This is an optimization exercise on Yosys and OpenROAD, whose aim is small area, not a production implementation.
In this exercise RTL edits were held to simulation tests only and were not proved equivalent to the original.
Power figures rest on the tool's default switching activity, not on a simulated workload.

// pong_vpg
module pong_vpg(
	input				clk,
	input				reset_n,
	input		[3:0]		mode,
	input		[15:0]		pongbar1_y_input,
	input		[15:0]		pongbar2_y_input,
	input		[15:0]		bal_x_input,
	input		[15:0]		bal_y_input,
	output				vpg_de,
	output				vpg_hs,
	output				vpg_vs,
	output		[7:0]		vpg_r,
	output		[7:0]		vpg_g,
	output		[7:0]		vpg_b
);
==> module vga_generator, before the edit <==
module vga_generator(
	input				clk,
	input				reset_n,
	input		[3:0]		mode,
	input		[15:0]		pongbar1_y_input,
	input		[15:0]		pongbar2_y_input,
	input		[15:0]		bal_x_input,
	input		[15:0]		bal_y_input,
	output	reg			vga_hs,
	output	reg			vga_vs,
	output	reg			vga_de,
	output		[7:0]		vga_r,
	output		[7:0]		vga_g,
	output		[7:0]		vga_b
);
wire m4 = mode[3] | mode[2];
wire m0 = !m4 && mode[1:0] == 2'd0;
wire m1 = !m4 && mode[1:0] == 2'd1;
wire m2 = !m4 && mode[1:0] == 2'd2;
wire m3 = !m4 && mode[1:0] == 2'd3;
reg  [11:0] U0;
reg  [10:0] Y0;
always @(*)
begin
	case ({m4, mode[1:0]})
		3'd0:    begin U0 = 12'd3953; Y0 = 11'd2012; end
		3'd1:    begin U0 = 12'd3975; Y0 = 11'd2011; end
		3'd2:    begin U0 = 12'd3801; Y0 = 11'd2012; end
		3'd3:    begin U0 = 12'd3737; Y0 = 11'd2006; end
		default: begin U0 = 12'd3905; Y0 = 11'd2006; end
	endcase
end
reg  [11:0] hx;
reg  [10:0] vy;
reg         lit;
wire [11:0] h = hx;
wire [10:0] v = vy;
wire h_up = h[11];
wire v_up = v[10] & v[9];
wire h_sync_up =
	(m0 && h[7] && h[6] && (h[5] || h[4])) ||
	(m1 && h[6] && (h[5] || h[4] || h[3] || h[2])) ||
	(m2 && h[8] && (h[7] || (h[6] && h[5]))) ||
	(m3 && h[8] && (h[7] || h[6] || h[5] || h[4] || h[3])) ||
	(m4 && (h[7] || (h[6] && h[5] && (h[4] || (h[3] && h[2])))));
wire v_sync_up =
	(m0 && (v[5] || v[1] || v[0])) ||
	(m1 && v[5]) ||
	(m2 && v[5] && (v[4] || v[3] || v[2] || v[1] || v[0])) ||
	(m3 && (v[5] || v[3])) ||
	(m4 && (v[5] || (v[3] && (v[2] || v[1]))));
wire h_past =
	(m0 && h[9] && h[7]) ||
	(m1 && h[9] && h[7] && h[6] && (h[5] || h[4])) ||
	(m2 && h[10]) ||
	(m3 && h[10] && h[8]) ||
	(m4 && h[10] && h[9] && h[8] && h[7]);
wire v_past =
	((m0 || m1) && v[8] && v[7] && v[6] && (v[5] || (v[4] && v[3] && v[2] && v[1] && v[0]))) ||
	(m2 && v[9] && (v[8] || &v[7:0])) ||
	(m3 && &v[9:0]) ||
	(m4 && v[10] && v[5] && v[4] && (v[3] || (v[2] && v[1] && v[0])));
wire h_wrap = !h_up && h_past && (
	(m0 && h[4]) ||
	(m1 && h[5]) ||
	(m2 && h[4] && h[3]) ||
	(m3 && h[5] && h[4]) ||
	(m4 && h[6] && h[4] && h[3]));
wire v_wrap = !v_up && v_past && (
	(m0 && v[5] && v[3]) ||
	(m1 && v[5] && v[2] && v[1] && v[0]) ||
	(m2 && v[8] && v[0]) ||
	m3 ||
	(m4 && v[3] && v[1]));
wire v_first = &v[5:0];
always @(posedge clk)
begin
	if (!reset_n || h_wrap)
		hx <= U0;
	else
		hx <= hx + 12'd1;
	if (!reset_n || (h_wrap && v_wrap))
		vy <= Y0;
	else
		vy <= vy + {10'd0, h_wrap};
end
wire hs_next = h_up ? h_sync_up : !h_wrap;
wire vs_next = v_up ? v_sync_up : !v_wrap;
wire de_next = !h_up && !h_past && (v_up ? v_first : !v_past);
always @(posedge clk or negedge reset_n)
	if (!reset_n)
	begin
		vga_hs <= 1'b1;
		vga_vs <= 1'b1;
		vga_de <= 1'b0;
	end
	else
	begin
		vga_hs <= hs_next;
		if (h_wrap)
			vga_vs <= vs_next;
		vga_de <= de_next;
	end
wire [10:0] x = hx[10:0];
wire [8:0]  y = v_up ? 9'd0 : vy[8:0];
wire        right = x[9];
wire [8:0]  bar = right ? pongbar2_y_input[8:0] : pongbar1_y_input[8:0];
wire        bar_hi = right ? (pongbar2_y_input[15:9] == 7'd0) : (pongbar1_y_input[15:9] == 7'd0);
wire        bar_col = !x[10] && (right ?
	(x[8:7] == 2'b00 && x[6] && x[5] && x[4] && (x[3] || (x[2] && x[1]))) :
	(x[8:4] == 5'd0 && !(x[3] && (x[2] || x[1]))));
wire [8:0]  nbar = ~bar;
wire [9:0]  dc;
wire [8:0]  dy;
assign dc[0] = 1'b1;
genvar i;
generate for (i = 0; i < 9; i = i + 1) begin : g_dy
	assign dy[i] = y[i] ^ nbar[i] ^ dc[i];
	assign dc[i+1] = (y[i] & nbar[i]) | (y[i] & dc[i]) | (nbar[i] & dc[i]);
end endgenerate
wire        bar_hit = bar_col && bar_hi && dc[9] && dy[8:6] == 3'd0 && !(dy[5] && (dy[4] || dy[3]));
wire        ball_hit = {5'd0, x} == bal_x_input && {7'd0, y} == bal_y_input;
always @(posedge clk)
	lit <= bar_hit || ball_hit;
assign vga_r = {8{lit}};
assign vga_g = 8'h00;
assign vga_b = lit ? 8'h00 : 8'd125;
endmodule
Settings: LEC_CHECK=0, CAP_MARGIN=20, CORE_MARGIN=2, CORE_UTILIZATION=40, SLEW_MARGIN=20; clock period 4.5 ns.
standard.sh (not shown) runs the stock make flow with config.mk's settings and CLKGATE_MAP_FILE= SYNTH_SCRIPT=/design/flow/synth_recipe.tcl, a recipe that flattens the netlist after the stock synthesis.
==> flow/flow/run.sh <==
#!/bin/bash
# The standard layout (standard.sh) with two changes:
#  - Yosys's technology mapping (abc) runs an area-oriented ABC script,
#    flow/area.abc, instead of ORFS's speed script; the synthesis is
#    otherwise the standard one, so the registers are the same.
#  - the port buffers that global placement inserts are buf_1 cells.
# Each tool's full output is in the ORFS logs under orfs/logs/; make's
# output is in flow_make.log.
set -euo pipefail
here=$(pwd)
{
	head -n 1 synth_recipe.tcl
	echo "proc abc {args} { set i [lsearch \$args -script]; set args [lreplace \$args \$i [expr {\$i + 1}] -script $here/flow/area.abc]; yosys abc {*}\$args }"
	tail -n +2 synth_recipe.tcl
} > area_synth.tcl
sed "s#SYNTH_SCRIPT=[^ ]*#SYNTH_SCRIPT=$here/area_synth.tcl#" standard.sh > area_standard.sh
grep -q "SYNTH_SCRIPT=$here/area_synth.tcl" area_standard.sh
export BUFFER_PORTS_ARGS="-buffer_cell sky130_fd_sc_hd__buf_1"
bash area_standard.sh > flow_make.log 2>&1
==> flow/flow/area.abc <==
strash
ifraig
dc2
dc2
strash
&get -n
&dch -f
&nf -R 1000 -F 10 -C 32
&put
Then changed:
--- a/flow/design.v
+++ b/flow/design.v
@@ -34,12 +34,24 @@
 reg  [10:0] vy;
 reg         lit;
 wire [11:0] h = hx;
 wire [10:0] v = vy;
 wire h_up = h[11];
 wire v_up = v[10] & v[9];
+wire h_wrap = !h_up && (
+	(m0 && h[9] && h[7] && h[4]) ||
+	(m1 && h[9] && h[7] && h[6] && h[5]) ||
+	(m2 && h[10] && h[4] && h[3]) ||
+	(m3 && h[10] && h[8] && h[5] && h[4]) ||
+	(m4 && h[10] && h[9] && h[8] && h[7] && h[6] && h[4] && h[3]));
+wire v_wrap = !v_up && (
+	(m0 && v[8] && v[7] && v[6] && v[5] && v[3]) ||
+	(m1 && v[8] && v[7] && v[6] && v[5] && v[2] && v[1] && v[0]) ||
+	(m2 && v[9] && v[8] && v[0]) ||
+	(m3 && &v[9:0]) ||
+	(m4 && v[10] && v[5] && v[4] && v[3] && v[1]));
 wire h_sync_up =
 	(m0 && h[7] && h[6] && (h[5] || h[4])) ||
 	(m1 && h[6] && (h[5] || h[4] || h[3] || h[2])) ||
 	(m2 && h[8] && (h[7] || (h[6] && h[5]))) ||
 	(m3 && h[8] && (h[7] || h[6] || h[5] || h[4] || h[3])) ||
 	(m4 && (h[7] || (h[6] && h[5] && (h[4] || (h[3] && h[2])))));
@@ -57,24 +69,12 @@
 	(m4 && h[10] && h[9] && h[8] && h[7]);
 wire v_past =
 	((m0 || m1) && v[8] && v[7] && v[6] && (v[5] || (v[4] && v[3] && v[2] && v[1] && v[0]))) ||
 	(m2 && v[9] && (v[8] || &v[7:0])) ||
 	(m3 && &v[9:0]) ||
 	(m4 && v[10] && v[5] && v[4] && (v[3] || (v[2] && v[1] && v[0])));
-wire h_wrap = !h_up && h_past && (
-	(m0 && h[4]) ||
-	(m1 && h[5]) ||
-	(m2 && h[4] && h[3]) ||
-	(m3 && h[5] && h[4]) ||
-	(m4 && h[6] && h[4] && h[3]));
-wire v_wrap = !v_up && v_past && (
-	(m0 && v[5] && v[3]) ||
-	(m1 && v[5] && v[2] && v[1] && v[0]) ||
-	(m2 && v[8] && v[0]) ||
-	m3 ||
-	(m4 && v[3] && v[1]));
 wire v_first = &v[5:0];
 always @(posedge clk)
 begin
 	if (!reset_n || h_wrap)
 		hx <= U0;
 	else
@@ -106,22 +106,14 @@
 wire        right = x[9];
 wire [8:0]  bar = right ? pongbar2_y_input[8:0] : pongbar1_y_input[8:0];
 wire        bar_hi = right ? (pongbar2_y_input[15:9] == 7'd0) : (pongbar1_y_input[15:9] == 7'd0);
 wire        bar_col = !x[10] && (right ?
 	(x[8:7] == 2'b00 && x[6] && x[5] && x[4] && (x[3] || (x[2] && x[1]))) :
 	(x[8:4] == 5'd0 && !(x[3] && (x[2] || x[1]))));
-wire [8:0]  nbar = ~bar;
-wire [9:0]  dc;
-wire [8:0]  dy;
-assign dc[0] = 1'b1;
-genvar i;
-generate for (i = 0; i < 9; i = i + 1) begin : g_dy
-	assign dy[i] = y[i] ^ nbar[i] ^ dc[i];
-	assign dc[i+1] = (y[i] & nbar[i]) | (y[i] & dc[i]) | (nbar[i] & dc[i]);
-end endgenerate
-wire        bar_hit = bar_col && bar_hi && dc[9] && dy[8:6] == 3'd0 && !(dy[5] && (dy[4] || dy[3]));
+wire [9:0]  dy = {1'b0, y} - {1'b0, bar};
+wire        bar_hit = bar_col && bar_hi && !dy[9] && dy[8:0] < 9'd40;
 wire        ball_hit = {5'd0, x} == bal_x_input && {7'd0, y} == bal_y_input;
 always @(posedge clk)
 	lit <= bar_hit || ball_hit;
 assign vga_r = {8{lit}};
 assign vga_g = 8'h00;
 assign vga_b = lit ? 8'h00 : 8'd125;
After rerunning: The new run finished with timing, DRC and antenna clean. Total power fell slightly. Area after synthesis came out higher by a few percent. Non-clock buffer count falls by 3. Routed wire length goes up by a little under a tenth. Setup slack is better by 0.62 ns. Hold slack gains 0.019 ns. Count of clock-buffer cells in the layout does not change. Register-to-register slack improved by 1.0 ns.

[re-timing with driven ports]
The results above use ideal ports. As a check the final layouts listed here were re-extracted and re-timed, cells and wires unchanged. Step 1: set_driving_cell puts a clkbuf_16 on clk and a buf_2 on each other input, an assumption about the parent block. Step 2 times the ports against the registers' clock, not the clock port: input delays grow and output delays shrink by t, the midpoint of the rising clock arrivals with the driver on. a / b / c = ideal ports / drivers / drivers and shift; a / b = the first two.
run	t, ns	slack for setup (ns)	hold slack, ns	worst setup path after step 2
the first run	0.294	0.335 / 0.342 / 0.047	0.438 / 0.438 / 0.438	input to register
the second run	0.301	0.958 / 0.966 / 0.664	0.457 / 0.450 / 0.457	input to register
After both steps every run listed still meets setup and hold. For the second run, which loses most, drivers alone change the setup slack by +0.008 ns; drivers and shift together by -0.294 ns.
